Source: an optimization exercise on an open RTL-to-GDS flow (aim: small area). Production flows keep margins and buffers that such runs may drop. The RTL was checked by simulation tests, not by an equivalence proof against the original design. In every run shown here, the design's own scripts or RTL, not TritonCTS, make the clock network. The clock port is modelled as an ideal driver, which makes a skipped or thinned clock tree look cheaper than it is; a real chip needs a root buffer or a tree. Power figures rest on the tool's default switching activity, not on a simulated workload.

## flow/design.v

```verilog
module packet2emesh #(parameter AW = 32,    
		      parameter PW = 104)   
   (
    input [PW-1:0]  packet_in,    
    output 	    write_in,     
    output [1:0]    datamode_in,  
    output [4:0]    ctrlmode_in,  
    output [AW-1:0] dstaddr_in,   
    output [AW-1:0] srcaddr_in,   
    output [AW-1:0] data_in       
    );
   assign write_in          = packet_in[0];
   assign datamode_in[1:0]  = packet_in[2:1];
   assign ctrlmode_in[4:0]  = packet_in[7:3];
   assign dstaddr_in[31:0]  = packet_in[39:8];
   assign data_in[31:0]     = packet_in[71:40];
   assign srcaddr_in[31:0]  = packet_in[103:72];
endmodule  
module emesh2packet #(parameter AW = 32,    
		      parameter PW = 104)   
   (
    input 	    write_out,     
    input [1:0]     datamode_out,  
    input [4:0]     ctrlmode_out,  
    input [AW-1:0]  dstaddr_out,   
    input [AW-1:0]  data_out,      
    input [AW-1:0]  srcaddr_out,   
    output [PW-1:0] packet_out     
    );
   assign packet_out[0]      = write_out;
   assign packet_out[2:1]    = datamode_out[1:0];
   assign packet_out[7:3]    = ctrlmode_out[4:0];
   assign packet_out[39:8]   = dstaddr_out[31:0];
   assign packet_out[71:40]  = data_out[31:0];
   assign packet_out[103:72] = srcaddr_out[31:0];
endmodule  
module esaxi ( 
   wr_access, wr_packet, rd_access, rd_packet, rr_wait, s_axi_arready,
   s_axi_awready, s_axi_bid, s_axi_bresp, s_axi_bvalid, s_axi_rid,
   s_axi_rdata, s_axi_rlast, s_axi_rresp, s_axi_rvalid, s_axi_wready,
   wr_wait, rd_wait, rr_access, rr_packet, s_axi_aclk, s_axi_aresetn,
   s_axi_arid, s_axi_araddr, s_axi_arburst, s_axi_arcache,
   s_axi_arlock, s_axi_arlen, s_axi_arprot, s_axi_arqos, s_axi_arsize,
   s_axi_arvalid, s_axi_awid, s_axi_awaddr, s_axi_awburst,
   s_axi_awcache, s_axi_awlock, s_axi_awlen, s_axi_awprot,
   s_axi_awqos, s_axi_awsize, s_axi_awvalid, s_axi_bready,
   s_axi_rready, s_axi_wid, s_axi_wdata, s_axi_wlast, s_axi_wstrb,
   s_axi_wvalid
   );
   parameter          S_IDW               = 12;
   parameter          PW                  = 104;
   parameter [AW-1:0] RETURN_ADDR         = 0;
   parameter          AW                  = 32;
   parameter          DW                  = 32;
   output 	   wr_access;   
   output [PW-1:0] wr_packet;
   input 	   wr_wait;
   output 	   rd_access;   
   output [PW-1:0] rd_packet;
   input 	   rd_wait;
   input 	   rr_access;         
   input [PW-1:0]  rr_packet;
   output 	   rr_wait;
   input 	  s_axi_aclk;
   input 	  s_axi_aresetn;
   input [S_IDW-1:0] s_axi_arid;     
   input [31:0]    s_axi_araddr;
   input [1:0] 	   s_axi_arburst;
   input [3:0] 	   s_axi_arcache;
   input  	   s_axi_arlock;
   input [7:0] 	   s_axi_arlen;
   input [2:0] 	   s_axi_arprot;
   input [3:0] 	   s_axi_arqos;
   output 	   s_axi_arready;
   input [2:0] 	   s_axi_arsize;
   input 	   s_axi_arvalid;
   input [S_IDW-1:0] s_axi_awid;     
   input [31:0]    s_axi_awaddr;
   input [1:0] 	   s_axi_awburst;
   input [3:0] 	   s_axi_awcache;
   input  	   s_axi_awlock;
   input [7:0] 	   s_axi_awlen;
   input [2:0] 	   s_axi_awprot;
   input [3:0] 	   s_axi_awqos;   
   input [2:0] 	   s_axi_awsize;
   input 	   s_axi_awvalid;
   output 	   s_axi_awready;
   output [S_IDW-1:0] s_axi_bid;     
   output [1:0]     s_axi_bresp;
   output 	    s_axi_bvalid;
   input 	    s_axi_bready;
   output [S_IDW-1:0] s_axi_rid;     
   output [31:0]      s_axi_rdata;
   output 	      s_axi_rlast;   
   output [1:0]       s_axi_rresp;
   output 	      s_axi_rvalid;
   input 	      s_axi_rready;
   input [S_IDW-1:0]  s_axi_wid;     
   input [31:0]       s_axi_wdata;
   input 	      s_axi_wlast;   
   input [3:0] 	      s_axi_wstrb;
   input 	      s_axi_wvalid;
   output 	      s_axi_wready;
   reg 		      s_axi_awready;
   reg 		      s_axi_wready;
   reg 		      s_axi_bvalid;
   reg 		      s_axi_arready;
   reg 		      s_axi_rvalid;
   reg [31:0] 	      s_axi_rdata;
   reg 		      rresp_err;
   reg [S_IDW-1:0]    s_axi_rid;
   reg [S_IDW-1:0]    axi_bid;
   reg 		      wr_access;
   reg 		      rd_access;
   reg 		      write_active;
   reg 		      b_wait;
   reg 		      pre_wr_en;
   reg 		      read_active;
   reg 		      rd_next;       
   wire 	      aw_fire      = s_axi_awready & s_axi_awvalid;
   wire 	      w_fire       = s_axi_wready  & s_axi_wvalid;
   wire 	      last_wr_beat = w_fire & s_axi_wlast;
   wire 	      ar_fire      = s_axi_arready & s_axi_arvalid;
   wire 	      r_fire       = s_axi_rvalid  & s_axi_rready;
   wire 	      last_rd_beat = r_fire & s_axi_rlast;
   always @(posedge s_axi_aclk)
     if (~s_axi_aresetn)
       begin
	  s_axi_awready <= 1'b1;
	  write_active  <= 1'b0;
	  s_axi_wready  <= 1'b0;
	  s_axi_bvalid  <= 1'b0;
	  b_wait        <= 1'b0;
	  pre_wr_en     <= 1'b0;
	  wr_access     <= 1'b0;
       end
     else
       begin
	  if (~s_axi_awready & ~write_active & ~b_wait)
	    s_axi_awready <= 1'b1;
	  else if (s_axi_awvalid)
	    s_axi_awready <= 1'b0;
	  if (aw_fire)
	    write_active <= 1'b1;
	  else if (last_wr_beat)
	    write_active <= 1'b0;
	  if (last_wr_beat)
	    s_axi_wready <= 1'b0;
	  else if (write_active)
	    s_axi_wready <= ~wr_wait;
	  if (last_wr_beat)
	    begin
	       s_axi_bvalid <= 1'b1;
	       b_wait       <= ~s_axi_bready;
	    end
	  else if (s_axi_bready & s_axi_bvalid)
	    begin
	       s_axi_bvalid <= 1'b0;
	       b_wait       <= 1'b0;
	    end
	  pre_wr_en <= w_fire;
	  wr_access <= pre_wr_en;
       end
   assign s_axi_bid   = axi_bid;
   assign s_axi_bresp = 2'b00;
   reg [31:2] 	      wr_addr;
   reg [1:0] 	      wr_size;
   reg 		      wr_incr;
   wire [31:2] 	      wr_carry;
   wire [31:2] 	      wr_addr_inc;
   assign wr_carry[2] = wr_access & wr_incr;
   genvar 	      gi;
   generate
      for (gi = 2; gi < 32; gi = gi + 1) begin : g_wr_inc
	 assign wr_addr_inc[gi] = wr_addr[gi] ^ wr_carry[gi];
	 if (gi < 31) begin : g_c
	    assign wr_carry[gi+1] = wr_carry[gi] & wr_addr[gi];
	 end
      end
   endgenerate
   always @(posedge s_axi_aclk)
     begin
	if (aw_fire)
	  axi_bid <= s_axi_awid;
	if (s_axi_awready)
	  begin
	     wr_size <= s_axi_awsize[1:0];
	     wr_incr <= (s_axi_awburst == 2'b01);
	  end
	wr_addr <= s_axi_awready ? s_axi_awaddr[31:2] : wr_addr_inc;
     end
   reg [31:0] 	      wr_data_reg, wr_data;
   reg [1:0] 	      wr_lane_reg, wr_lane;
   wire 	      ln0 = s_axi_wstrb[0];
   wire 	      ln1 = ~s_axi_wstrb[0] & s_axi_wstrb[1];
   wire 	      ln2 = ~s_axi_wstrb[0] & ~s_axi_wstrb[1] & s_axi_wstrb[2];
   wire 	      ln3 = ~s_axi_wstrb[0] & ~s_axi_wstrb[1] & ~s_axi_wstrb[2];
   wire [7:0] 	      wb0 = s_axi_wdata[7:0];
   wire [7:0] 	      wb1 = s_axi_wdata[15:8];
   wire [7:0] 	      wb2 = s_axi_wdata[23:16];
   wire [7:0] 	      wb3 = s_axi_wdata[31:24];
   always @(posedge s_axi_aclk)
     begin
	wr_data_reg[7:0]   <= ({8{ln0}} & wb0) | ({8{ln1}} & wb1) |
			      ({8{ln2}} & wb2) | ({8{ln3}} & wb3);
	wr_data_reg[15:8]  <= ({8{ln0}} & wb1) | ({8{ln1}} & wb2) |
			      ({8{ln2}} & wb3);
	wr_data_reg[23:16] <= ({8{ln0}} & wb2) | ({8{ln1}} & wb3);
	wr_data_reg[31:24] <= ({8{ln0}} & wb3);
	wr_lane_reg        <= {ln2 | ln3, ln1 | ln3};
	wr_data <= wr_data_reg;
	wr_lane <= wr_lane_reg;
     end
   emesh2packet e2p_wr (
		     .packet_out	(wr_packet[PW-1:0]),
		     .write_out		(1'b1),
		     .datamode_out	(wr_size[1:0]),
		     .ctrlmode_out	(5'b0),
		     .dstaddr_out	({wr_addr[31:2], wr_lane[1:0]}),
		     .data_out		(wr_data[DW-1:0]),
		     .srcaddr_out	(32'b0)
		     );
   reg [31:0] 	      rd_addr;
   reg [1:0] 	      rd_size;
   reg [7:0] 	      rd_len;
   always @(posedge s_axi_aclk)
     if (~s_axi_aresetn)
       begin
	  s_axi_arready <= 1'b0;
	  read_active   <= 1'b0;
	  rd_next       <= 1'b0;
	  rd_access     <= 1'b0;
       end
     else
       begin
	  if (~s_axi_arready & ~read_active)
	    s_axi_arready <= 1'b1;
	  else if (s_axi_arvalid)
	    s_axi_arready <= 1'b0;
	  if (ar_fire)
	    read_active <= 1'b1;
	  else if (last_rd_beat)
	    read_active <= 1'b0;
	  rd_next   <= ar_fire | (r_fire & ~s_axi_rlast);
	  rd_access <= rd_next;
       end
   wire 	      rd_incr = r_fire & (s_axi_arburst == 2'b01);
   wire [31:2] 	      rd_carry;
   wire [31:2] 	      rd_addr_inc;
   wire [7:0] 	      rd_borrow;
   wire [7:0] 	      rd_len_dec;
   assign rd_carry[2]  = rd_incr;
   assign rd_borrow[0] = r_fire;
   generate
      for (gi = 2; gi < 32; gi = gi + 1) begin : g_rd_inc
	 assign rd_addr_inc[gi] = rd_addr[gi] ^ rd_carry[gi];
	 if (gi < 31) begin : g_c
	    assign rd_carry[gi+1] = rd_carry[gi] & rd_addr[gi];
	 end
      end
      for (gi = 0; gi < 8; gi = gi + 1) begin : g_rd_dec
	 assign rd_len_dec[gi] = rd_len[gi] ^ rd_borrow[gi];
	 if (gi < 7) begin : g_b
	    assign rd_borrow[gi+1] = rd_borrow[gi] & ~rd_len[gi];
	 end
      end
   endgenerate
   always @(posedge s_axi_aclk)
     begin
	if (s_axi_arready)
	  begin
	     rd_size   <= s_axi_arsize[1:0];
	     s_axi_rid <= s_axi_arid;
	  end
	rd_addr[31:2] <= s_axi_arready ? s_axi_araddr[31:2] : rd_addr_inc;
	rd_addr[1:0]  <= s_axi_arready ? s_axi_araddr[1:0] :
			 rd_addr[1:0] & {2{~rd_incr}};
	rd_len        <= s_axi_arready ? s_axi_arlen : rd_len_dec;
     end
   assign s_axi_rlast = ~(|rd_len);
   emesh2packet e2p_rd (
		     .packet_out	(rd_packet[PW-1:0]),
		     .write_out		(1'b0),
		     .datamode_out	(rd_size[1:0]),
		     .ctrlmode_out	(5'b0),
		     .dstaddr_out	(rd_addr[AW-1:0]),
		     .data_out		(32'b0),
		     .srcaddr_out	(RETURN_ADDR)
		     );
   wire [DW-1:0]      rr_data;
   reg 		      tmo_armed;
   reg 		      tmo_expired;
   packet2emesh p2e_rr (
			  .write_in		(),
			  .datamode_in		(),
			  .ctrlmode_in		(),
			  .dstaddr_in		(),
			  .data_in		(rr_data[DW-1:0]),
			  .srcaddr_in		(),
			  .packet_in		(rr_packet[PW-1:0])
			  );
   assign rr_wait = 1'b0;
   wire 	      rr_return_access = rr_access | tmo_expired;
   wire [31:0] 	      rr_return_data   = tmo_expired ? 32'hDEADBEEF : rr_data;
   always @(posedge s_axi_aclk)
     if (~s_axi_aresetn)
       s_axi_rvalid <= 1'b0;
     else if (rr_return_access)
       s_axi_rvalid <= 1'b1;
     else if (s_axi_rready)
       s_axi_rvalid <= 1'b0;
   reg [31:0] 	      rr_fmt;
   always @(*)
     case (rd_size)
       2'b00:   rr_fmt = {4{rr_return_data[7:0]}};
       2'b01:   rr_fmt = {2{rr_return_data[15:0]}};
       default: rr_fmt = rr_return_data;
     endcase
   wire [16:0] 	      tmo_count = s_axi_rdata[16:0];
   wire 	      tmo_zero  = &tmo_count;
   always @(posedge s_axi_aclk)
     if (~s_axi_rvalid)
       begin
	  rresp_err          <= tmo_expired;
	  s_axi_rdata[31:17] <= rr_fmt[31:17];
	  if (rr_return_access)
	    s_axi_rdata[16:0] <= rr_fmt[16:0];
	  else if (tmo_armed)
	    s_axi_rdata[16:0] <= {tmo_count[15:0], tmo_count[16] ^ tmo_count[13]};
	  else
	    s_axi_rdata[16:0] <= 17'h001FC;
       end
   assign s_axi_rresp = {rresp_err, 1'b0};
   always @(posedge s_axi_aclk)
     if (~s_axi_aresetn)
       begin
	  tmo_armed   <= 1'b0;
	  tmo_expired <= 1'b0;
       end
     else
       begin
	  tmo_armed   <= tmo_armed ? (~rr_access & ~tmo_zero) :
			 (~tmo_expired & ar_fire);
	  tmo_expired <= tmo_armed & ~rr_access & tmo_zero;
       end
endmodule  
```

## flow/config.mk

```make
export PLATFORM = sky130hd
export DESIGN_NAME = esaxi
export DESIGN_NICKNAME = esaxi
export VERILOG_FILES = /design/flow/design.v
export SDC_FILE = /design/flow/constraint.sdc
export NUM_CORES = 4
export LEC_CHECK = 0
export ABC_AREA = 1
export CAP_MARGIN = 20
export CORE_MARGIN = 2
export CORE_UTILIZATION = 55
export PLACE_DENSITY = 0.85
export SLEW_MARGIN = 20
```

## flow/flow/cts_manual.tcl

```tcl
# PRE_CTS hook: build a two-level clock tree by hand, then make the
# clock_tree_synthesis call in cts.tcl a no-op. The flip-flops are split into
# compact groups of at most MY_CTS_MAX_SINKS within a bounding box of at most
# MY_CTS_MAX_HP_UM half-perimeter (recursive cuts across the longer
# side at the sink count's proportion); each group gets a leaf buffer at its
# centre, and one root buffer at the centre of the leaves drives all leaves
# from the clock port.
set cts_max_sinks $::env(MY_CTS_MAX_SINKS)
set db [ord::get_db]
set block [ord::get_db_block]
set leaf_master [$db findMaster $::env(MY_CTS_LEAF)]
set root_master [$db findMaster $::env(MY_CTS_ROOT)]
set clk_net [$block findNet $::env(MY_CTS_CLOCK)]

set sinks {}
foreach it [$clk_net getITerms] {
  set bb [[$it getInst] getBBox]
  lappend sinks [list $it [expr {([$bb xMin] + [$bb xMax]) / 2}] [expr {([$bb yMin] + [$bb yMax]) / 2}]]
}

proc cts_split { sinks maxs maxhp } {
  set n [llength $sinks]
  set xs [lmap s $sinks {lindex $s 1}]
  set ys [lmap s $sinks {lindex $s 2}]
  set w [expr {[tcl::mathfunc::max {*}$xs] - [tcl::mathfunc::min {*}$xs]}]
  set h [expr {[tcl::mathfunc::max {*}$ys] - [tcl::mathfunc::min {*}$ys]}]
  if { $n <= $maxs && $w + $h <= $maxhp } { return [list $sinks] }
  set k [expr {max(2, ($n + $maxs - 1) / $maxs)}]
  set k1 [expr {$k / 2}]
  set axis [expr {$w >= $h ? 1 : 2}]
  set sorted [lsort -integer -index $axis $sinks]
  set n1 [expr {int(round(double($n) * $k1 / $k))}]
  return [concat [cts_split [lrange $sorted 0 [expr {$n1 - 1}]] $maxs $maxhp] \
                 [cts_split [lrange $sorted $n1 end] $maxs $maxhp]]
}

proc cts_place { inst cx cy } {
  set m [$inst getMaster]
  $inst setLocation [expr {$cx - [$m getWidth] / 2}] [expr {$cy - [$m getHeight] / 2}]
  $inst setPlacementStatus PLACED
}

set cts_max_hp [expr {int($::env(MY_CTS_MAX_HP_UM) * [$block getDbUnitsPerMicron])}]
set groups [cts_split $sinks $cts_max_sinks $cts_max_hp]
set root_net [odb::dbNet_create $block "clknet_root"]
$root_net setSigType CLOCK
set i 0
set lx 0
set ly 0
foreach g $groups {
  set cx 0
  set cy 0
  foreach s $g {
    set cx [expr {$cx + [lindex $s 1]}]
    set cy [expr {$cy + [lindex $s 2]}]
  }
  set cx [expr {$cx / [llength $g]}]
  set cy [expr {$cy / [llength $g]}]
  set lx [expr {$lx + $cx}]
  set ly [expr {$ly + $cy}]
  set leaf [odb::dbInst_create $block $leaf_master "clkbuf_leaf_$i"]
  cts_place $leaf $cx $cy
  set net [odb::dbNet_create $block "clknet_leaf_$i"]
  $net setSigType CLOCK
  foreach s $g {
    set it [lindex $s 0]
    $it disconnect
    $it connect $net
  }
  [$leaf findITerm X] connect $net
  [$leaf findITerm A] connect $root_net
  set gx [lmap s $g {lindex $s 1}]
  set gy [lmap s $g {lindex $s 2}]
  set hp [expr {([tcl::mathfunc::max {*}$gx] - [tcl::mathfunc::min {*}$gx] + [tcl::mathfunc::max {*}$gy] - [tcl::mathfunc::min {*}$gy]) / 1000.0}]
  puts "manual CTS: leaf $i with [llength $g] sinks at ($cx, $cy), half-perimeter $hp um"
  incr i
}
set root [odb::dbInst_create $block $root_master "clkbuf_root"]
cts_place $root [expr {$lx / $i}] [expr {$ly / $i}]
[$root findITerm X] connect $root_net
[$root findITerm A] connect $clk_net
$clk_net setSigType CLOCK
puts "manual CTS: $i leaves, root at ([expr {$lx / $i}], [expr {$ly / $i}])"

global_connect
set_propagated_clock [all_clocks]

proc clock_tree_synthesis { args } {
  puts "clock_tree_synthesis skipped: the clock tree was built by cts_manual.tcl"
}
```

## flow/flow/synth_wrap.tcl

```tcl
proc abc {args} {
  set i [lsearch -exact $args -script]
  if {$i >= 0 && [info exists ::env(MY_ABC_SCRIPT)] && $::env(MY_ABC_SCRIPT) ne ""} {
    lset args [expr {$i + 1}] $::env(MY_ABC_SCRIPT)
  }
  yosys abc {*}$args
}
source $::env(FLOW_SYNTH_TCL)
```

## flow/standard.sh

```bash
#!/bin/bash
# synth_recipe.tcl (not shown) runs the flow's synth.tcl, then flattens the netlist and writes it again
# the make line also repeats each setting of config.mk as NAME=value (left out here)
make -C /OpenROAD-flow-scripts/flow DESIGN_CONFIG=/design/flow/config.mk WORK_HOME=/design/flow/orfs CLKGATE_MAP_FILE= SYNTH_SCRIPT=/design/flow/synth_recipe.tcl "${@:-finish}"
```

## flow/flow/area.abc

```
strash
dch
amap
topo
```

## flow/flow/run.sh

```bash
#!/bin/bash
# Standard ORFS layout (bash standard.sh) with these changes to how the layout is made:
#  - synthesis is synth_recipe.tcl unchanged, except that Yosys's abc call maps
#    the logic with flow/area.abc (an area-oriented ABC script);
#  - port buffers use the smallest buffer cell (buf_1);
#  - constant outputs keep the one tie cell per value that synthesis made
#    (no repair_tie_fanout);
#  - the clock tree is built by flow/cts_manual.tcl (a PRE_CTS hook): groups of
#    at most MY_CTS_MAX_SINKS flip-flops, one leaf buffer per group, one root
#    buffer; the rest of the CTS step (legalisation, timing repair) is ORFS's.
set -euo pipefail
here=$(pwd)
export FLOW_SYNTH_TCL="$here/synth_recipe.tcl"
export MY_ABC_SCRIPT="$here/flow/area.abc"
export BUFFER_PORTS_ARGS="-buffer_cell sky130_fd_sc_hd__buf_1"
export SKIP_REPAIR_TIE_FANOUT=1
export PLACE_PINS_ARGS="${MY_PLACE_PINS_ARGS:--min_distance 1 -min_distance_in_tracks}"
export PRE_CTS_TCL="$here/flow/cts_manual.tcl"
export MY_CTS_CLOCK=s_axi_aclk
export MY_CTS_LEAF=sky130_fd_sc_hd__clkbuf_8
export MY_CTS_ROOT=sky130_fd_sc_hd__clkbuf_8
export MY_CTS_MAX_SINKS=${MY_CTS_MAX_SINKS:-20}
export MY_CTS_MAX_HP_UM=${MY_CTS_MAX_HP_UM:-1000}
bash standard.sh SYNTH_SCRIPT="$here/flow/synth_wrap.tcl" finish > standard_flow.log 2>&1
```

## flow/constraint.sdc

```tcl
create_clock -name core_clock -period 10.0 [get_ports {s_axi_aclk}]
set_input_delay 2.0000 -clock core_clock [delete_from_list [all_inputs] [get_ports {s_axi_aclk}]]
set_output_delay 2.0000 -clock core_clock [all_outputs]
set_load 0.01 [all_outputs]
```

==> results of run 1 <==
## worst reg2reg max path: cells and delay by family, from the launching register on
family	cells	cell delay (ns)
adder cells (fa/ha/maj)	29	5.33
buffers and inverters	2	0.42
AO/OA/AOI/OAI	2	0.21
AND/OR/NAND/NOR	4	0.49
flip-flops	1	0.34
## logic make-up (layout without fill, tap and decap cells)
family | after synthesis | after routing | synth area share, %
buf+inv | 162 | 408 | 12.2
fa+ha+maj | 65 | 65 | 9.64
other cells | 2 | 2 | 0.0890
flops | 214 | 214 | 58.1
compound gates | 163 | 163 | 14.2
simple gates | 117 | 117 | 5.75
## area by class of cell
type / instances / area [µm²] / area share [%]
Buffer: 12 / 165 / 1.77
Inverter: 49 / 184 / 1.98
Multi-Input combinational cell: 347 / 2500 / 26.9
Sequential cell: 214 / 4910 / 52.7
Tap cell: 188 / 235 / 2.53
Timing Repair Buffer: 347 / 1320 / 14.2
## how the worst max path moves through the flow
stage,start,end,slack (ns),depth (start not counted)
global placement,s_axi_rready,rd_addr[31],1.85,36
detailed placement,s_axi_rready,rd_addr[31],1.76,36
floorplan,s_axi_rready,rd_addr[31],2.33,35
global route,s_axi_rready,rd_addr[31],1.97,36
finish,s_axi_rready,rd_addr[31],2.28,36
CTS,s_axi_rready,rd_addr[31],2.25,36
## power groups by stage
stage          Combinational, mW  Sequential (mW)  Clock, mW
6_report                   0.273             1.02      0.348
4_1_cts                    0.274             1.02      0.359
3_3_place_gp               0.264             1.04          0
5_1_grt                    0.303             1.03      0.385
2_1_floorplan              0.149             1.08          0
3_5_place_dp               0.272             1.04          0
## metrics by stage
step	hold slack, ns	instances	instance area, µm²
floorplan	0.310	723	8440
global placement	0.311	1145	9150
detailed placement	0.312	1145	9150
CTS	0.338	1157	9310
global route	0.341	1157	9310
finish	0.333	1157	9310
## routing by layer
metal	GRT usage (%)	wire (µm)	vias to the layer above
met3	4.26	1760	53
met1	27.0	7390	2915
li1	-	-	2965
met4	6.85	692	0
met2	38.4	9370	343
met5	0	0	-
## placed cells by master (no fill, tap or decap)
| cell | synthesis | final |
|---|---|---|
| a32oi_1 | 1 | 1 |
| o211a_1 | 1 | 1 |
| o221ai_1 | 8 | 8 |
| conb_1 | 2 | 2 |
| o32ai_1 | 2 | 2 |
| a21oi_1 | 19 | 19 |
| nand4_1 | 3 | 3 |
| o32a_1 | 1 | 1 |
| o22ai_1 | 20 | 20 |
| buf_4 | 113 | 4 |
| nand3_1 | 3 | 3 |
| or2_0 | 1 | 1 |
| and3_1 | 2 | 2 |
| dfxtp_1 | 152 | 151 |
| dfxtp_2 | 0 | 1 |
| a31oi_1 | 2 | 2 |
| edfxtp_1 | 62 | 62 |
| nor2b_1 | 4 | 4 |
| ha_1 | 65 | 65 |
| o21a_1 | 1 | 1 |
| buf_1 | 0 | 343 |
| a22oi_1 | 7 | 7 |
| a21o_1 | 2 | 2 |
| nor4_1 | 3 | 3 |
| a32o_1 | 2 | 2 |
| a222oi_1 | 5 | 5 |
| a22o_1 | 58 | 58 |
| clkinv_1 | 49 | 49 |
| nand2_1 | 31 | 31 |
| nor2_1 | 63 | 63 |
| and2_0 | 1 | 1 |
| o21ai_0 | 26 | 26 |
| nor3_1 | 6 | 6 |
| clkbuf_8 | 0 | 12 |
| o21bai_1 | 5 | 5 |
| o22a_1 | 3 | 3 |
==> qor.txt, run 1 <==
largest net degree at the start of global routing - 112
Crit. End Element - flip-flop
Tcrit/Tclk final - 77.2%
Post-Syn Instances - 723
post-CTS sizing - 0
Period minus WS final - 7.72 ns
diode count - 0
DIE AREA - 16400 µm²
Reg2Reg Depth - 37
setup TNS - 0 ns
Worst R2R End - rd_addr[31]
Clk pwr share - 21.2%
top-count cell post-synth - dfxtp_1
synthesized area - 8440 µm²
flop and latch count out of synthesis - 214
Combinational Power Share - 16.6%
Seq/Total Area, Yosys - 58.1%
I/O Buffers - 343
FMAX - 129 MHz
Setup Crit Path Kind - in -> reg
max cap viols - 0
Synth top cells by count - 152 x dfxtp_1, 113 x buf_4, 65 x ha_1
# setup viols final - 0
top-area cell type share of the netlist area - 36.1%
Reg-to-Reg Start - s_axi_rvalid
Starting DRT DRC Count - 491
die width - 128 µm
Hold WC Path Type - reg -> reg
initial antenna violation count - 0
Reg power frac - 62.2%
sw power - 451 µW
RSZ-0062 raised after global routing - false
Worst Hold Depth - 0
Total Routing Usage GR - 21.8%
pre-CTS worst setup slack - 1.76 ns
delay-heaviest family, CP - adder cells
switching share of power - 27.4%
average vias per placed instance - 5.42
number of setup buffers added after CTS - 0
final worst slack - 2.28 ns
# nets final - 1337
routed via count - 6276
min-delay src - wr_data_reg[23]
CP startpoint kind - input port
Post-synth EDFFs - 62
Final Core Density - 61.7%
Clk Latency, worst-skew pair - 0.45 ns
Hold-fix buffers, CTS - 0
Slew Limit Fails - 0
IO Count - 578
worst path required time - 10.35 ns
Mapped Nets - 1089
P per Cell Area - 177 nW/µm²
drc violations - 0
post-detail-place hpwl - 14600 µm
syn_area_per_cell - 11.7 µm²
Pwr Total - 1.64 mW
number of global-route vias before repair - 5826
final WL - 19200 µm
Hold Path Sink - wr_data[23]
ys async rst share - 0%
Slowest-stage cell, CP - ha_1
CP bufs+invs - 1
Synth cell types - 33
Critical Path Fanout Max - 4
Fillers - 1238
cell internal pwr - 1.19 mW
max reg flops - 64
Detail Route Antenna Nets - 0
ranking of synthesized cells by area - dfxtp_1 36%, edfxtp_1 22%, buf_4 10%, ha_1 9.6%, a22o_1 6.0%
leading area contributor after synthesis - dfxtp_1
Primary FF master, synth - dfxtp_1
Setup Skew - 0.0129 ns
Die H - 128 µm
drt pass-1 iters - 5
initial core utilization - 55.9%
Final GP Congestion - 0.877
Row Count - 45
Worst Tran Pin Value - 0.978 ns
r2r setup slk - 3.13 ns
Leak - 3.73 nW
first-pass GRT wire length - 29100 µm
Largest stage delay, worst path - 0.20 ns
outcome - complete, no violations
most frequent CP cell - ha_1
share of cells above drive strength 1 - 1.75%
YS warnings - 1
Core Box Area - 15100 µm²
arrival time at the worst endpoint - 8.07 ns
slew margin rel. - 34.4%
IR drop worst, VDD - 0.146 mV
Reg clk slew, reported paths - 0.11 ns
wire length per cell - 16.6 µm
count of final hold-check violations - 0
grt ovf - 0
Area Overhead vs Synth - 10.3%
==> inputs of run 2 (changes only) <==
--- a/flow/flow/run.sh
+++ b/flow/flow/run.sh
@@ -21,3 +21,3 @@
 export MY_CTS_ROOT=sky130_fd_sc_hd__clkbuf_8
-export MY_CTS_MAX_SINKS=${MY_CTS_MAX_SINKS:-20}
+export MY_CTS_MAX_SINKS=${MY_CTS_MAX_SINKS:-18}
 export MY_CTS_MAX_HP_UM=${MY_CTS_MAX_HP_UM:-1000}
==> flow/flow/area.abc (replaced) <==
strash
rewrite
refactor
balance
dch
amap -m
topo
==> run 2 against run 1 <==
Against the previous run: still clean; sequential share of layout area down 0.29 points; largest cell class unchanged; synthesized cell count down 0.28%; highest routed layer unchanged; global-route usage down 0.13 points; design area up 0.55%; power is 1.1% higher; synthesized area shrank 0.12%; register-to-register slack better by 0.31 ns; die area is 0.11% lower; core utilization rose by 0.34 points.
==> qor.txt, run 2 <==
outcome - complete, no violations
final non-filler cell total - 1157 (unchanged)
Pwr Total - 1.66 mW (+1.1%)
Metal-1 WL - 7390 µm (about the same)
Seq/Total Area, Yosys - 58.2% (+0.069 points)
Primary FF master, synth - dfxtp_1
Critical Path Fanout Max - 3 (-1)
delay-heaviest family, CP - adder cells
leading area contributor after synthesis - dfxtp_1
number of setup buffers added after CTS - 0 (unchanged)
synthesized area - 8430 µm² (-0.12%)
Area Overhead vs Synth - 11.1%
Crit. path cell count - 37 (+2.8%)
Setup Crit Path Kind - in -> reg
Hold WC Path Type - reg -> reg
setup TNS - 0 ns (unchanged)
Worst Hold Depth - 0 (unchanged)
met3 WL - 1670 µm (-5.3%)
worst path required time - 10.35 ns (about the same)
max reg flops - 64 (unchanged)
Final GP Congestion - 0.905 (+3.2%)
RSZ-0062 raised after global routing - false
Leak - 3.75 nW (+0.66%)
largest net degree at the start of global routing - 112 (unchanged)
# setup viols final - 0 (unchanged)
most common cell after layout, fill and taps aside - buf_1
wire length per cell - 16.7 µm (+0.47%)
Synth cell types - 34 (+3.0%)
Slew Limit Fails - 0 (unchanged)
drt pass-1 iters - 6 (+1)
P per Cell Area - 178 nW/µm² (+0.55%)
sw power - 458 µW (+1.5%)
average vias per placed instance - 5.47 (+0.81%)
Final Core Density - 62.0% (+0.34 points)
Detail Route Antenna Nets - 0 (unchanged)
Slowest-stage cell, CP - ha_1
Worst Tran Pin Value - 0.874 ns (-0.104 ns)
initial core utilization - 55.9% (-0.066 points)
DIE AREA - 16300 µm² (-0.11%)
drc violations - 0 (unchanged)
switching share of power - 27.5% (+0.095 points)
Inst Count DP - 1144 (-0.087%)
grt ovf - 0 (unchanged)
routed via count - 6327 (+0.81%)
Largest stage delay, worst path - 0.21 ns (about the same)
Synth top cells by count - 152 x dfxtp_1, 113 x buf_4, 65 x ha_1
highest routing layer actually used - met4
Core Box Area - 15100 µm² (unchanged)
Die H - 128 µm (about the same)
Reg2Reg Depth - 36 (-2.7%)
CP bufs+invs - 2 (+1)
top-area cell type share of the netlist area - 36.1% (+0.043 points)
die width - 128 µm (about the same)
YS warnings - 1 (unchanged)
flop and latch count out of synthesis - 214 (unchanged)
count of final hold-check violations - 0 (unchanged)
Crit. End Element - flip-flop
# nets final - 1337 (unchanged)
max cap viols - 0 (unchanged)
IO Count - 578 (unchanged)
Setup Skew - 0.00859 ns (-0.00434 ns)
slew margin rel. - 41.7% (+7.2 points)
diode count - 0 (unchanged)
share of cells above drive strength 1 - 1.96% (+0.21 points)
Reg power frac - 61.6% (-0.6 points)
Mapped Nets - 1087 (-0.18%)
Post-synth EDFFs - 62 (unchanged)
post-detail-place hpwl - 14600 µm (-0.23%)
Tcrit/Tclk final - 78.5% (+1.3 points)
Total Routing Usage GR - 21.6% (-0.13 points)
dpl cell area - 9180 µm² (+0.41%)
design area - 9360 µm² (+0.55%)
first-pass GRT wire length - 28900 µm (-0.69%)
cell internal pwr - 1.20 mW (+0.97%)
ys async rst share - 0% (unchanged)
Period minus WS final - 7.85 ns (+0.130 ns)
FMAX - 127 MHz (-1.7%)
Combinational Power Share - 16.6% (about the same)
ranking of synthesized cells by area - dfxtp_1 36%, edfxtp_1 22%, buf_4 10%, ha_1 9.6%, a22o_1 6.0%
Clk Latency, worst-skew pair - 0.45 ns (about the same)
top-count cell post-synth - dfxtp_1
initial antenna violation count - 1 (+1)
Post-Syn Instances - 721 (-0.28%)
commonest cells after routing, fill and taps aside - 343 x buf_1, 151 x dfxtp_1, 65 x ha_1, 64 x nor2_1, 62 x edfxtp_1
most frequent CP cell - ha_1
I/O Buffers - 343 (unchanged)
IR drop worst, VDD - 0.114 mV (-22%)
syn_area_per_cell - 11.7 µm² (+0.16%)
r2r setup slk - 3.44 ns (+0.31 ns)
Reg clk slew, reported paths - 0.11 ns (about the same)
Starting DRT DRC Count - 419 (-15%)
Clk pwr share - 21.8% (+0.6 points)
Hold-fix buffers, CTS - 0 (unchanged)
Row Count - 45 (unchanged)
Fillers - 1235 (-0.24%)
arrival time at the worst endpoint - 8.20 ns (+0.13 ns)
metal2 WL - 9620 µm (+2.7%)
number of global-route vias before repair - 5957 (+2.2%)
post-CTS sizing - 0 (unchanged)
final WL - 19300 µm (+0.47%)
CP startpoint kind - input port
run 2: worst paths after layout:
| check | from | endpoint |
|---|---|---|
| hold reg to reg | wr_data_reg[17] | wr_data[17] |
| setup / recovery | s_axi_rready | rd_addr[31] |
| setup reg to reg | s_axi_rvalid | rd_addr[31] |
| hold / removal | wr_data_reg[17] | wr_data[17] |
run 2: final cells by class:
| class | count | area, µm² | area share (%) |
|---|---|---|---|
| flip-flops and latches | 214 | 4910 | 52.4 |
| multi-input cells | 349 | 2510 | 26.8 |
| repair buffers | 348 | 1370 | 14.6 |
| well taps | 188 | 235 | 2.51 |
| plain buffers | 13 | 179 | 1.91 |
| inverters | 45 | 169 | 1.80 |
run 2: power groups by stage:
stage,clock (mW),combinational (mW),sequential [mW]
after floorplan,0,0.149,1.08
after global placement,0,0.263,1.04
after detailed placement,0,0.275,1.04
after CTS,0.372,0.276,1.02
after global routing,0.400,0.307,1.03
final,0.362,0.276,1.02
run 2: routing by layer:
layer	vias to the layer above	track usage, %
met3	53	3.38
met1	2968	26.3
li1	2967	-
met5	-	0
met2	339	39.9
met4	0	5.95
run 2: cells by family after synthesis:
group                      after synthesis  synth area share [%]
AOI/OAI and AO/OA                      166                  14.3
DFF                                    214                  58.2
and+or+nand+nor                        116                  5.69
adders and majority gates               65                  9.65
buffers and inverters                  158                  12.1
other                                    2                0.0891
run 2: metrics by stage:
step / setup slack (ns) / hold slack [ns]
6_report: 2.15 / 0.334
5_1_grt: 1.76 / 0.341
4_1_cts: 2.09 / 0.336
3_5_place_dp: 1.60 / 0.312
3_3_place_gp: 1.69 / 0.310
2_1_floorplan: 2.36 / 0.310
==> inputs of run 3 (changes only) <==
==> flow/flow/area.abc (replaced) <==
strash
dch
amap
topo
==> run 3 against run 2 <==
Against the previous run: highest routed layer unchanged; flip-flop and latch count is the same; cell count is essentially flat; worst setup slack gained 0.13 ns; critical path depth shrank 1; combinational power is essentially flat; still clean on timing, DRC and antenna; maximum frequency grew 1.7%; critical endpoint unchanged.
==> qor.txt, run 3 <==
RSZ-0062 raised after global routing - false
number of global-route vias before repair - 5811 (-2.5%)
initial antenna violation count - 0 (-1)
Primary FF master, synth - dfxtp_1
Fillers - 1235 (unchanged)
DIE AREA - 16400 µm² (+0.11%)
Period minus WS final - 7.72 ns (-0.130 ns)
Slew Limit Fails - 0 (unchanged)
slew margin rel. - 34.9% (-6.7 points)
initial core utilization - 55.9% (+0.066 points)
Synth top cells by count - 152 x dfxtp_1, 113 x buf_4, 65 x ha_1
most frequent CP cell - ha_1
largest net degree at the start of global routing - 112 (unchanged)
Mapped Nets - 1089 (+0.18%)
FMAX - 129 MHz (+1.7%)
Synth cell types - 33 (-2.9%)
ranking of synthesized cells by area - dfxtp_1 36%, edfxtp_1 22%, buf_4 10%, ha_1 9.6%, a22o_1 6.0%
outcome - complete, no violations
post-CTS sizing - 0 (unchanged)
grt ovf - 0 (unchanged)
commonest cells after routing, fill and taps aside - 343 x buf_1, 151 x dfxtp_1, 65 x ha_1, 63 x nor2_1, 62 x edfxtp_1
Pwr Total - 1.66 mW (-0.43%)
Crit. End Element - flip-flop
Clk Latency, worst-skew pair - 0.45 ns (about the same)
Starting DRT DRC Count - 451 (+7.6%)
Total Routing Usage GR - 21.6% (about the same)
Hold-fix buffers, CTS - 0 (unchanged)
diode count - 0 (unchanged)
drc violations - 0 (unchanged)
# nets final - 1338 (+0.075%)
Clk pwr share - 21.7% (about the same)
first-pass GRT wire length - 28900 µm (about the same)
max cap viols - 0 (unchanged)
Final GP Congestion - 0.877 (-3.1%)
P per Cell Area - 178 nW/µm² (about the same)
Reg clk slew, reported paths - 0.11 ns (about the same)
most common cell after layout, fill and taps aside - buf_1
Reg power frac - 61.8% (+0.2 points)
pre-CTS worst setup slack - 1.76 ns (+0.162 ns)
Row Count - 45 (unchanged)
Inst Count DP - 1145 (+0.087%)
Worst Hold Depth - 0 (unchanged)
Combinational Power Share - 16.5% (about the same)
Detail Route Antenna Nets - 0 (unchanged)
Hold WC Path Type - reg -> reg
average vias per placed instance - 5.43 (-0.65%)
Seq/Total Area, Yosys - 58.1% (-0.069 points)
Tcrit/Tclk final - 77.2% (-1.3 points)
cell internal pwr - 1.20 mW (-0.27%)
Setup Skew - 0.00868 ns (+0.0000876 ns)
switching share of power - 27.4% (-0.12 points)
worst path required time - 10.35 ns (about the same)
share of cells above drive strength 1 - 1.86% (-0.11 points)
IR drop worst, VDD - 0.135 mV (+18%)
top-count cell post-synth - dfxtp_1
arrival time at the worst endpoint - 8.08 ns (-0.12 ns)
delay-heaviest family, CP - adder cells
IO Count - 578 (unchanged)
Post-Syn Instances - 723 (+0.28%)
post-detail-place hpwl - 14600 µm (+0.23%)
count of final hold-check violations - 0 (unchanged)
routed via count - 6291 (-0.57%)
CP startpoint kind - input port
I/O Buffers - 343 (unchanged)
Core Box Area - 15100 µm² (unchanged)
leading area contributor after synthesis - dfxtp_1
wire length per cell - 16.6 µm (-0.49%)
drt pass-1 iters - 7 (+1)
ys async rst share - 0% (unchanged)
number of setup buffers added after CTS - 0 (unchanged)
Largest stage delay, worst path - 0.20 ns (about the same)
synthesized area - 8440 µm² (+0.12%)
Area Overhead vs Synth - 10.5%
Slowest-stage cell, CP - ha_1
Leak - 3.73 nW (-0.46%)
Crit. path cell count - 36 (-2.7%)
Worst Tran Pin Value - 0.970 ns (+0.0964 ns)
max reg flops - 64 (unchanged)
YS warnings - 1 (unchanged)
# setup viols final - 0 (unchanged)
Setup Crit Path Kind - in -> reg
final WL - 19200 µm (-0.40%)
setup TNS - 0 ns (unchanged)
CP bufs+invs - 1 (-1)
Die H - 128 µm (about the same)
flop and latch count out of synthesis - 214 (unchanged)
top-area cell type share of the netlist area - 36.1% (-0.043 points)
die width - 128 µm (about the same)
Critical Path Fanout Max - 4 (+1)
syn_area_per_cell - 11.7 µm² (-0.16%)
sw power - 454 µW (-0.84%)
final non-filler cell total - 1158 (+0.086%)
Reg2Reg Depth - 37 (+2.8%)
Post-synth EDFFs - 62 (unchanged)
final worst slack - 2.28 ns (+0.130 ns)
run 3: changes by cell type after synthesis, sizes merged, moves of 2 or more:
cell,delta
o221ai,+4
a222oi,-2
o21ai,-9
o22ai,+2
a21oi,+3
clkinv,+4
run 3: logic make-up after synthesis:
group,share of synthesized area [%]
adder cells (fa/ha/maj),9.64
flip-flops,58.1
AO/OA/AOI/OAI,14.2
other,0.0890
buffers and inverters,12.2
AND/OR/NAND/NOR,5.75
run 3: metal layers:
layer	GRT usage (%)	up-vias	routed length, µm
li1	-	2966	-
met5	0	-	0
met2	38.3	326	9450
met3	4.34	48	1750
met4	6.85	0	697
met1	26.6	2951	7320
run 3: final timing paths:
check,start,end,slack (ns)
max reg2reg,s_axi_rvalid,rd_addr[31],3.13
min,wr_data_reg[5],wr_data[5],0.34
min reg2reg,wr_data_reg[5],wr_data[5],0.34
max,s_axi_rready,rd_addr[31],2.28
run 3: metrics by stage:
stage / utilization (%) / cell area, µm² / hold WS, ns
2_1_floorplan: - / 8440 / 0.310
3_3_place_gp: 60.6 / 9150 / 0.311
3_5_place_dp: 60.6 / 9150 / 0.312
4_1_cts: 61.8 / 9320 / 0.335
5_1_grt: 61.8 / 9320 / 0.339
6_report: 61.8 / 9320 / 0.336
run 3: area by class of cell:
| class | count | area, µm² | area share, % |
|---|---|---|---|
| buffer | 13 | 179 | 1.92 |
| inverter | 49 | 184 | 1.97 |
| multi-input combinational | 347 | 2500 | 26.8 |
| sequential | 214 | 4910 | 52.6 |
| tap | 188 | 235 | 2.52 |
| timing repair buffer | 347 | 1320 | 14.1 |
run 3: power groups by stage:
| stage | combinational [mW] | clock (mW) | sequential (mW) |
|---|---|---|---|
| final | 0.273 | 0.359 | 1.02 |
| after global routing | 0.302 | 0.396 | 1.03 |
| after CTS | 0.273 | 0.368 | 1.02 |
| after detailed placement | 0.272 | 0 | 1.04 |
| after global placement | 0.264 | 0 | 1.04 |
| after floorplan | 0.149 | 0 | 1.08 |
==> inputs of run 4 (changes only) <==
--- a/flow/design.v
+++ b/flow/design.v
@@ -109,3 +109,2 @@
    reg [31:0] 	      s_axi_rdata;
-   reg 		      rresp_err;
    reg [S_IDW-1:0]    s_axi_rid;
@@ -224,3 +223,3 @@
    reg [1:0] 	      rd_size;
-   reg [7:0] 	      rd_len;
+   reg [7:0] 	      rd_left_n;     
    always @(posedge s_axi_aclk)
@@ -249,6 +248,6 @@
    wire [31:2] 	      rd_addr_inc;
-   wire [7:0] 	      rd_borrow;
-   wire [7:0] 	      rd_len_dec;
+   wire [7:0] 	      rd_lcarry;
+   wire [7:0] 	      rd_left_n_inc;
    assign rd_carry[2]  = rd_incr;
-   assign rd_borrow[0] = r_fire;
+   assign rd_lcarry[0] = r_fire;
    generate
@@ -260,6 +259,6 @@
       end
-      for (gi = 0; gi < 8; gi = gi + 1) begin : g_rd_dec
-	 assign rd_len_dec[gi] = rd_len[gi] ^ rd_borrow[gi];
+      for (gi = 0; gi < 8; gi = gi + 1) begin : g_rd_left
+	 assign rd_left_n_inc[gi] = rd_left_n[gi] ^ rd_lcarry[gi];
 	 if (gi < 7) begin : g_b
-	    assign rd_borrow[gi+1] = rd_borrow[gi] & ~rd_len[gi];
+	    assign rd_lcarry[gi+1] = rd_lcarry[gi] & rd_left_n[gi];
 	 end
@@ -277,5 +276,5 @@
 			 rd_addr[1:0] & {2{~rd_incr}};
-	rd_len        <= s_axi_arready ? s_axi_arlen : rd_len_dec;
+	rd_left_n     <= s_axi_arready ? ~s_axi_arlen : rd_left_n_inc;
      end
-   assign s_axi_rlast = ~(|rd_len);
+   assign s_axi_rlast = &rd_left_n;
    emesh2packet e2p_rd (
@@ -291,3 +290,3 @@
    reg 		      tmo_armed;
-   reg 		      tmo_expired;
+   reg 		      tmo_err;       
    packet2emesh p2e_rr (
@@ -302,4 +301,5 @@
    assign rr_wait = 1'b0;
-   wire 	      rr_return_access = rr_access | tmo_expired;
-   wire [31:0] 	      rr_return_data   = tmo_expired ? 32'hDEADBEEF : rr_data;
+   wire 	      tmo_fire         = tmo_err & ~s_axi_rvalid;
+   wire 	      rr_return_access = rr_access | tmo_fire;
+   wire [31:0] 	      rr_return_data   = tmo_err ? 32'hDEADBEEF : rr_data;
    always @(posedge s_axi_aclk)
@@ -323,3 +323,2 @@
        begin
-	  rresp_err          <= tmo_expired;
 	  s_axi_rdata[31:17] <= rr_fmt[31:17];
@@ -332,3 +331,3 @@
        end
-   assign s_axi_rresp = {rresp_err, 1'b0};
+   assign s_axi_rresp = {tmo_err, 1'b0};
    always @(posedge s_axi_aclk)
@@ -336,4 +335,4 @@
        begin
-	  tmo_armed   <= 1'b0;
-	  tmo_expired <= 1'b0;
+	  tmo_armed <= 1'b0;
+	  tmo_err   <= 1'b0;
        end
@@ -341,5 +340,6 @@
        begin
-	  tmo_armed   <= tmo_armed ? (~rr_access & ~tmo_zero) :
-			 (~tmo_expired & ar_fire);
-	  tmo_expired <= tmo_armed & ~rr_access & tmo_zero;
+	  tmo_armed <= tmo_armed ? (~rr_access & ~tmo_zero) :
+		       (~tmo_err & ar_fire);
+	  tmo_err   <= (tmo_armed & ~rr_access & tmo_zero) |
+		       (tmo_err & ~r_fire);
        end
--- a/flow/config.mk
+++ b/flow/config.mk
@@ -10,3 +10,3 @@
 export CORE_MARGIN = 2
-export CORE_UTILIZATION = 55
+export CORE_UTILIZATION = 65
 export PLACE_DENSITY = 0.85
==> run 4 against run 3 <==
Against the previous run: via count rose by 0.84%; largest cell class unchanged; sequential share of layout area fell by 0.068 points; clock power fell by 2%; critical endpoint unchanged; flip-flop and latch count fell by 1; sequential power barely moved; worst setup slack got worse by 0.012 ns; power fell by 0.37%; hold slack got worse by 0.0036 ns; critical path type unchanged; synthesized area fell by 0.53%.
==> qor.txt, run 4 <==
outcome - complete, no violations
top-area cell type share of the netlist area - 36.2% (+0.19 points)
Setup Skew - 0.0103 ns (+0.00158 ns)
final WL - 20000 µm (+3.9%)
Post-synth EDFFs - 61 (-1.6%)
Clk Latency, worst-skew pair - 0.44 ns (about the same)
Synth cell types - 36 (+9.1%)
Reg2Reg Depth - 36 (-2.7%)
Worst Tran Pin Value - 0.981 ns (+0.0107 ns)
initial antenna violation count - 0 (unchanged)
IO Count - 578 (unchanged)
synthesized area - 8390 µm² (-0.53%)
FMAX - 129 MHz (-0.15%)
Core Box Area - 12600 µm² (-16%)
P per Cell Area - 178 nW/µm² (+0.14%)
Setup Crit Path Kind - in -> reg
top-count cell post-synth - dfxtp_1
# nets final - 1333 (-0.37%)
Total Routing Usage GR - 27.4% (+5.7 points)
Hold WC Path Type - reg -> reg
average vias per placed instance - 5.58 (+2.7%)
leading area contributor after synthesis - dfxtp_1
most common cell after layout, fill and taps aside - buf_1
max reg flops - 64 (unchanged)
syn_area_per_cell - 11.7 µm² (+0.44%)
share of cells above drive strength 1 - 2.07% (+0.22 points)
Slew Limit Fails - 0 (unchanged)
die width - 118 µm (-8.0%)
RSZ-0062 raised after global routing - false
Die H - 118 µm (-8.0%)
largest net degree at the start of global routing - 112 (unchanged)
wire length per cell - 17.6 µm (+5.8%)
diode count - 0 (unchanged)
slew margin rel. - 34.5% (-0.40 points)
Leak - 3.72 nW (-0.28%)
Fillers - 941 (-24%)
IR drop worst, VDD - 0.156 mV (+16%)
Post-Syn Instances - 716 (-0.97%)
Slowest-stage cell, CP - ha_1
Primary FF master, synth - dfxtp_1
YS warnings - 1 (unchanged)
post-CTS sizing - 0 (unchanged)
Tcrit/Tclk final - 77.4% (+0.12 points)
ys async rst share - 0% (unchanged)
Row Count - 41 (-8.9%)
count of final hold-check violations - 0 (unchanged)
Critical Path Fanout Max - 3 (-1)
commonest cells after routing, fill and taps aside - 343 x buf_1, 152 x dfxtp_1, 70 x nor2_1, 65 x ha_1, 61 x edfxtp_1
Final GP Congestion - 0.890 (+1.5%)
max cap viols - 0 (unchanged)
drc violations - 0 (unchanged)
# setup viols final - 0 (unchanged)
Period minus WS final - 7.74 ns (+0.0117 ns)
ranking of synthesized cells by area - dfxtp_1 36%, edfxtp_1 22%, buf_4 10%, ha_1 9.7%, a22o_1 6.1%
routed via count - 6344 (+0.84%)
worst-case hold slack - 0.333 ns (-0.00355 ns)
DIE AREA - 13800 µm² (-15%)
Area Overhead vs Synth - 10.5% (about the same)
Largest stage delay, worst path - 0.19 ns (about the same)
CP startpoint kind - input port
worst path required time - 10.35 ns (about the same)
most frequent CP cell - ha_1
Hold-fix buffers, CTS - 0 (unchanged)
Inst Count DP - 1124 (-1.8%)
arrival time at the worst endpoint - 8.08 ns (about the same)
setup TNS - 0 ns (unchanged)
grt ovf - 0 (unchanged)
drt pass-1 iters - 8 (+1)
number of global-route vias before repair - 6032 (+3.8%)
Mapped Nets - 1082 (-0.64%)
Reg clk slew, reported paths - 0.11 ns (about the same)
Detail Route Antenna Nets - 0 (unchanged)
I/O Buffers - 343 (unchanged)
flop and latch count out of synthesis - 213 (-0.47%)
first-pass GRT wire length - 31000 µm (+7.0%)
final non-filler cell total - 1137 (-1.8%)
number of setup buffers added after CTS - 0 (unchanged)
Synth top cells by count - 152 x dfxtp_1, 113 x buf_4, 70 x nor2_1
initial core utilization - 66.5% (+11 points)
Worst Hold Depth - 0 (unchanged)
Crit. End Element - flip-flop
post-detail-place hpwl - 15100 µm (+3.3%)
Seq/Total Area, Yosys - 58.1% (about the same)
Starting DRT DRC Count - 500 (+11%)
==> run 4: layout make-up <==
class / instances / area, µm² / area share (%)
well taps: 172 / 215 / 2.32
flip-flops and latches: 213 / 4870 / 52.5
plain buffers: 13 / 179 / 1.93
inverters: 43 / 161 / 1.74
repair buffers: 349 / 1330 / 14.4
multi-input cells: 347 / 2510 / 27.1
==> run 4: through the flow <==
step / utilization (%) / instance area (µm²) / total power, mW / worst slack [ns]
3_5_place_dp: 72.1 / 9090 / 1.31 / 1.81
5_1_grt: 73.5 / 9280 / 1.73 / 1.88
4_1_cts: 73.5 / 9270 / 1.66 / 2.27
6_report: 73.5 / 9280 / 1.65 / 2.26
3_3_place_gp: 72.1 / 9090 / 1.30 / 1.85
2_1_floorplan: - / 8390 / 1.22 / 2.34
==> run 4: worst paths after layout <==
path	slack (ns)	from	endpoint
setup / recovery	2.26	s_axi_rready	rd_addr[31]
hold reg to reg	0.33	wr_data_reg[8]	wr_data[8]
setup reg to reg	3.55	s_axi_rvalid	rd_addr[31]
hold / removal	0.33	wr_data_reg[8]	wr_data[8]
==> run 4: worst max-delay path: cells and delay by family <==
kind	cells	cell delay, ns
buffers and inverters	2	0.22
and+or+nand+nor	4	0.39
adders and majority gates	29	5.28
AOI/OAI and AO/OA	2	0.20
==> run 4: cell families after synthesis <==
logic type               Yosys count  share of synthesized area [%]
buffers and inverters            156                           12.0
AND/OR/NAND/NOR                  118                           5.78
AO/OA/AOI/OAI                    161                           14.2
XOR/XNOR                           1                          0.104
adder cells (fa/ha/maj)           65                           9.69
other                              2                         0.0895
flip-flops                       213                           58.1
==> run 4: power breakdown <==
group	switching (mW)	total, mW	leakage (nW)	internal (mW)
combinational	0.176	0.277	1.75	0.100
sequential	0.0403	1.02	1.88	0.979
clock	0.236	0.353	0.0935	0.117
==> run 4: layer usage <==
metal | global-route usage [%] | share of wire [%] | vias to the layer above
li1 | - | - | 2961
met1 | 36.0 | 39 | 2991
met2 | 46.0 | 48 | 330
met3 | 5.33 | 9.8 | 62
met4 | 8.66 | 3.8 | 0
met5 | 0 | 0 | -
==> inputs of run 5 (changes only) <==
--- a/flow/config.mk
+++ b/flow/config.mk
@@ -10,4 +10,4 @@
 export CORE_MARGIN = 2
-export CORE_UTILIZATION = 65
-export PLACE_DENSITY = 0.85
+export CORE_UTILIZATION = 55
+export PLACE_DENSITY = 0.7
 export SLEW_MARGIN = 20
==> run 5 against run 4 <==
Against the previous run: hold slack worse by 0.010 ns; cell count is 1.5% higher; via count is 2.8% lower; clock power hardly changed; global-route usage is 5.7 points lower; synthesized area stayed put; register-to-register slack worse by 0.04 ns; die area is 18% higher; largest cell class unchanged; largest power group unchanged; highest routed layer unchanged.
==> qor.txt, run 5 <==
Crit. End Element - flip-flop
Die H - 128 µm (+8.4%)
arrival time at the worst endpoint - 8.13 ns (+0.05 ns)
slew margin rel. - 31.5% (-3.0 points)
IR drop worst, VDD - 0.143 mV (-8.3%)
cell internal pwr - 1.20 mW (about the same)
Reg clk slew, reported paths - 0.11 ns (about the same)
CP bufs+invs - 2 (unchanged)
wire length per cell - 16.8 µm (-4.2%)
Fillers - 1323 (+41%)
worst path required time - 10.34 ns (about the same)
final WL - 19400 µm (-2.8%)
Starting DRT DRC Count - 356 (-29%)
drc violations - 0 (unchanged)
Slowest-stage cell, CP - ha_1
Final Core Density - 61.9% (-12 points)
initial core utilization - 55.8% (-11 points)
most frequent CP cell - ha_1
Clk Latency, worst-skew pair - 0.45 ns (about the same)
Worst Tran Pin Value - 1.03 ns (+0.0458 ns)
Primary FF master, synth - dfxtp_1
ys async rst share - 0% (unchanged)
Setup Crit Path Kind - in -> reg
Leak - 3.73 nW (+0.15%)
diode count - 0 (unchanged)
top-area cell type share of the netlist area - 36.2% (unchanged)
Total Routing Usage GR - 21.7% (-5.7 points)
Seq/Total Area, Yosys - 58.1% (unchanged)
Area Overhead vs Synth - 10.8%
Slew Limit Fails - 0 (unchanged)
FF+latch area - 4880 µm² (about the same)
switching share of power - 27.3% (-0.18 points)
routed via count - 6164 (-2.8%)
top-count cell post-synth - dfxtp_1
setup TNS - 0 ns (unchanged)
synthesized area - 8390 µm² (unchanged)
outcome - complete, no violations
Detail Route Antenna Nets - 0 (unchanged)
FMAX - 128 MHz (-0.71%)
average vias per placed instance - 5.34 (-4.3%)
largest net degree at the start of global routing - 112 (unchanged)
Combinational Power Share - 16.5% (-0.3 points)
Mapped Nets - 1082 (unchanged)
commonest cells after routing, fill and taps aside - 343 x buf_1, 151 x dfxtp_1, 70 x nor2_1, 65 x ha_1, 61 x edfxtp_1
Period minus WS final - 7.79 ns (+0.0556 ns)
Inst Count DP - 1141 (+1.5%)
I/O Buffers - 343 (unchanged)
RSZ-0062 raised after global routing - false
P per Cell Area - 177 nW/µm² (-0.59%)
first-pass GRT wire length - 28700 µm (-7.5%)
grt ovf - 0 (unchanged)
die width - 128 µm (+8.4%)
most common cell after layout, fill and taps aside - buf_1
count of final hold-check violations - 0 (unchanged)
Hold WC Path Type - reg -> reg
YS warnings - 1 (unchanged)
initial antenna violation count - 0 (unchanged)
IO Count - 578 (unchanged)
Post-Syn Instances - 716 (unchanged)
number of global-route vias before repair - 5699 (-5.5%)
# nets final - 1334 (+0.075%)
# setup viols final - 0 (unchanged)
final non-filler cell total - 1154 (+1.5%)
Synth cell types - 36 (unchanged)
delay-heaviest family, CP - adder cells
drt pass-1 iters - 6 (-2)
Critical Path Fanout Max - 3 (unchanged)
post-detail-place hpwl - 14600 µm (-3.6%)
Row Count - 45 (+9.8%)
sw power - 448 µW (-0.98%)
multi-input logic area - 2510 µm² (-0.15%)
syn_area_per_cell - 11.7 µm² (unchanged)
Largest stage delay, worst path - 0.19 ns (about the same)
Tcrit/Tclk final - 77.9% (+0.56 points)
Hold-fix buffers, CTS - 0 (unchanged)
Post-synth EDFFs - 61 (unchanged)
Clk pwr share - 21.6% (+0.2 points)
CP startpoint kind - input port
number of setup buffers added after CTS - 0 (unchanged)
max reg flops - 64 (unchanged)
ranking of synthesized cells by area - dfxtp_1 36%, edfxtp_1 22%, buf_4 10%, ha_1 9.7%, a22o_1 6.1%
Synth top cells by count - 152 x dfxtp_1, 113 x buf_4, 70 x nor2_1
flop and latch count out of synthesis - 213 (unchanged)
Final GP Congestion - 0.832 (-6.5%)
leading area contributor after synthesis - dfxtp_1
Core Box Area - 15000 µm² (+19%)
post-CTS sizing - 0 (unchanged)
Reg power frac - 61.9% (about the same)
max cap viols - 0 (unchanged)
DIE AREA - 16300 µm² (+18%)
share of cells above drive strength 1 - 2.17% (+0.10 points)
Setup Skew - 0.0149 ns (+0.00467 ns)
==> run 5: cell types whose count changed in the layout (fill, tap and decap cells not counted), sizes merged <==
cell	previous run	this run
buf	349	350
==> run 5: worst paths after layout <==
check	startpoint	end	slack, ns	cells past startpoint
setup reg to reg	s_axi_rvalid	rd_addr[31]	3.51	36
setup / recovery	s_axi_rready	rd_addr[31]	2.21	37
hold / removal	wr_data_reg[24]	wr_data[24]	0.32	0
hold reg to reg	wr_data_reg[24]	wr_data[24]	0.32	0
==> run 5: logic make-up after synthesis <==
kind of cell / count (synthesis) / share of synthesized area [%]
buf+inv: 156 / 12.0
compound gates: 161 / 14.2
simple gates: 118 / 5.78
flops: 213 / 58.1
xor+xnor: 1 / 0.104
fa+ha+maj: 65 / 9.69
other cells: 2 / 0.0895
==> run 5: stage by stage <==
| step | power, mW | setup slack (ns) | cell area (µm²) | hold slack [ns] |
|---|---|---|---|---|
| after floorplan | 1.22 | 2.34 | 8390 | 0.310 |
| after global placement | 1.30 | 1.78 | 9120 | 0.310 |
| after detailed placement | 1.31 | 1.71 | 9120 | 0.312 |
| after CTS | 1.66 | 2.19 | 9300 | 0.326 |
| after global routing | 1.72 | 1.95 | 9300 | 0.336 |
| final | 1.64 | 2.21 | 9300 | 0.323 |
==> run 5: cell type report <==
type | count | share of cell area, %
inverters | 43 | 1.74
repair buffers | 350 | 14.4
plain buffers | 13 | 1.92
well taps | 188 | 2.53
multi-input cells | 347 | 27.0
flip-flops and latches | 213 | 52.4
==> run 5: per-layer routing <==
metal / up-vias / track usage [%] / wire length [µm]
met2: 300 / 37.9 / 9390
met1: 2848 / 26.6 / 7440
met3: 60 / 3.69 / 1670
met4: 0 / 8.99 / 914
met5: - / 0 / 0
li1: 2956 / - / -
==> run 5: power by group through the flow <==
| stage | logic (mW) | registers, mW | clock network (mW) |
|---|---|---|---|
| detailed placement | 0.269 | 1.04 | 0 |
| CTS | 0.270 | 1.02 | 0.370 |
| global placement | 0.266 | 1.03 | 0 |
| floorplan | 0.147 | 1.07 | 0 |
| finish | 0.271 | 1.02 | 0.356 |
| global route | 0.299 | 1.03 | 0.398 |
==> inputs of run 6 (changes only) <==
--- a/flow/config.mk
+++ b/flow/config.mk
@@ -11,3 +11,3 @@
 export CORE_UTILIZATION = 55
-export PLACE_DENSITY = 0.7
+export PLACE_DENSITY = 0.95
 export SLEW_MARGIN = 20
==> run 6 against run 5 <==
Against the previous run: largest cell class unchanged; global-route usage grew 0.46 points; flip-flop and latch count is the same; largest power group unchanged; hold slack gained 0.013 ns.
==> qor.txt, run 6 <==
outcome - complete, no violations
commonest cells after routing, fill and taps aside - 343 x buf_1, 151 x dfxtp_1, 70 x nor2_1, 65 x ha_1, 61 x edfxtp_1
Crit. End Element - flip-flop
Reg clk slew, reported paths - 0.11 ns (about the same)
Setup Crit Path Kind - in -> reg
Starting DRT DRC Count - 444 (+25%)
Largest stage delay, worst path - 0.23 ns (+0.04 ns)
Clk Latency, worst-skew pair - 0.46 ns (about the same)
YS warnings - 1 (unchanged)
Fillers - 1165 (-12%)
Detail Route Antenna Nets - 0 (unchanged)
most frequent CP cell - ha_1
Primary FF master, synth - dfxtp_1
Leak - 3.73 nW (about the same)
# nets final - 1334 (unchanged)
Area Overhead vs Synth - 10.8% (about the same)
multi-input logic area - 2510 µm² (unchanged)
first-pass GRT wire length - 29400 µm (+2.8%)
CP startpoint kind - input port
Tcrit/Tclk final - 79.9% (+2.0 points)
RSZ-0062 raised after global routing - false
synthesized area - 8390 µm² (unchanged)
largest net degree at the start of global routing - 112 (unchanged)
number of setup buffers added after CTS - 0 (unchanged)
Die H - 128 µm (unchanged)
Setup Skew - 0.00846 ns (-0.00647 ns)
IO Count - 578 (unchanged)
Row Count - 45 (unchanged)
FF+latch area - 4880 µm² (unchanged)
routed via count - 6476 (+5.1%)
grt ovf - 0 (unchanged)
setup TNS - 0 ns (unchanged)
Slowest-stage cell, CP - clkinv_1
top-count cell post-synth - dfxtp_1
Seq/Total Area, Yosys - 58.1% (unchanged)
Hold-fix buffers, CTS - 0 (unchanged)
Post-synth EDFFs - 61 (unchanged)
Period minus WS final - 7.99 ns (+0.202 ns)
max reg flops - 64 (unchanged)
DIE AREA - 16300 µm² (unchanged)
number of global-route vias before repair - 6135 (+7.7%)
die width - 128 µm (unchanged)
top-area cell type share of the netlist area - 36.2% (unchanged)
post-CTS sizing - 0 (unchanged)
most common cell after layout, fill and taps aside - buf_1
Synth top cells by count - 152 x dfxtp_1, 113 x buf_4, 70 x nor2_1
IR drop worst, VDD - 0.156 mV (+9.3%)
Synth cell types - 36 (unchanged)
Post-Syn Instances - 716 (unchanged)
Slew Limit Fails - 0 (unchanged)
count of final hold-check violations - 0 (unchanged)
Total Routing Usage GR - 22.1% (+0.46 points)
max cap viols - 0 (unchanged)
drc violations - 0 (unchanged)
Core Box Area - 15000 µm² (unchanged)
Hold WC Path Type - reg -> reg
Final Core Density - 61.9% (about the same)
leading area contributor after synthesis - dfxtp_1
wire length per cell - 17.2 µm (+2.3%)
# setup viols final - 0 (unchanged)
r2r setup slk - 3.28 ns (-0.23 ns)
average vias per placed instance - 5.61 (+5.0%)
Critical Path Fanout Max - 3 (unchanged)
Final GP Congestion - 0.896 (+7.7%)
slew margin rel. - 26.9% (-4.6 points)
Worst Tran Pin Value - 1.10 ns (+0.0690 ns)
post-detail-place hpwl - 14900 µm (+2.7%)
I/O Buffers - 343 (unchanged)
ys async rst share - 0% (unchanged)
arrival time at the worst endpoint - 8.36 ns (+0.23 ns)
ranking of synthesized cells by area - dfxtp_1 36%, edfxtp_1 22%, buf_4 10%, ha_1 9.7%, a22o_1 6.1%
P per Cell Area - 178 nW/µm² (+0.55%)
drt pass-1 iters - 9 (+3)
FMAX - 125 MHz (-2.5%)
syn_area_per_cell - 11.7 µm² (unchanged)
share of cells above drive strength 1 - 2.17% (unchanged)
worst path required time - 10.37 ns (+0.03 ns)
final WL - 19900 µm (+2.4%)
Mapped Nets - 1082 (unchanged)
flop and latch count out of synthesis - 213 (unchanged)
initial antenna violation count - 1 (+1)
initial core utilization - 55.8% (unchanged)
run 6: cell counts after synthesis:
No cell type changed its count.
run 6: routing by layer:
metal  share of wire, %  wire [µm]  track usage, %  vias to the layer above
li1                   -          -               -                     2958
met1                 37       7400            25.3                     3054
met5                  0          0               0                        -
met3                9.4       1860            3.85                       85
met4                4.2        828            7.11                        0
met2                 49       9800            41.9                      379
run 6: power breakdown:
part | switching [mW] | total, mW | internal, mW
combinational | 0.172 | 0.272 | 0.100
sequential | 0.0418 | 1.02 | 0.979
clock | 0.243 | 0.360 | 0.117
total | 0.457 | 1.65 | 1.20
run 6: layout make-up:
cell class | count | share of cell area (%)
Antenna cell | 1 | 0.0269
Inverter | 43 | 1.73
Timing Repair Buffer | 350 | 14.4
Multi-Input combinational cell | 347 | 27.0
Tap cell | 188 | 2.53
Sequential cell | 213 | 52.4
Buffer | 13 | 1.92
run 6: per-stage QoR:
step | instances | setup WS, ns | cell area, µm² | total power [mW] | hold slack, ns
2_1_floorplan | 716 | 2.34 | 8390 | 1.22 | 0.310
3_3_place_gp | 1141 | 1.72 | 9120 | 1.29 | 0.310
3_5_place_dp | 1141 | 1.51 | 9120 | 1.31 | 0.312
4_1_cts | 1154 | 2.00 | 9300 | 1.66 | 0.332
5_1_grt | 1154 | 1.72 | 9300 | 1.72 | 0.340
6_report | 1155 | 2.01 | 9300 | 1.65 | 0.335
run 6: final timing paths:
check                                     start           to  cells after the start
worst max register to register     s_axi_rvalid  rd_addr[31]                     36
worst max-delay path               s_axi_rready  rd_addr[31]                     37
worst min register to register  wr_data_reg[15]  wr_data[15]                      0
worst min-delay path            wr_data_reg[15]  wr_data[15]                      0
run 6: worst max-delay path, delay by kind of cell:
kind	cells	cell delay, ns
buf+inv	2	0.32
simple gates	4	0.43
compound gates	2	0.21
fa+ha+maj	29	5.41
run 6: cells by family after synthesis:
logic type	count (synthesis)	share of synthesized area, %
buffers and inverters	156	12.0
AND/OR/NAND/NOR	118	5.78
other	2	0.0895
flip-flops	213	58.1
XOR/XNOR	1	0.104
adder cells (fa/ha/maj)	65	9.69
AO/OA/AOI/OAI	161	14.2

[what the ideal ports hide]
Ports are ideal in the flow. The routed layouts listed here were re-timed in OpenROAD.
Step 1 assumes that a clkbuf_16 drives the clock port and a buf_2 every other input.
Step 2 moves the port delays by t, midway between the first and last clock arrival at a register: inputs arrive t later, outputs are due t later. That takes back most of the time a late clock gives input paths.
a / b / c = ideal / step 1 / step 2; a / b = the first two.
run	t, ns	slack for setup (ns)	worst setup path after step 2	latest minus earliest clock arrival (ns)
run 1	0.484	2.276 / 2.263 / 1.779	input to register	0.015 / 0.015
run 2	0.484	2.146 / 2.134 / 1.649	input to register	0.009 / 0.009
run 3	0.486	2.276 / 2.263 / 1.777	input to register	0.010 / 0.010
run 4	0.474	2.264 / 2.240 / 1.766	input to register	0.017 / 0.016
run 5	0.481	2.208 / 2.193 / 1.712	input to register	0.016 / 0.017
run 6	0.496	2.007 / 2.001 / 1.505	input to register	0.014 / 0.014
After both steps setup and hold are still met in every run listed. For run 6, which loses most, drivers alone change the setup slack by -0.006 ns; drivers and shift together by -0.502 ns.
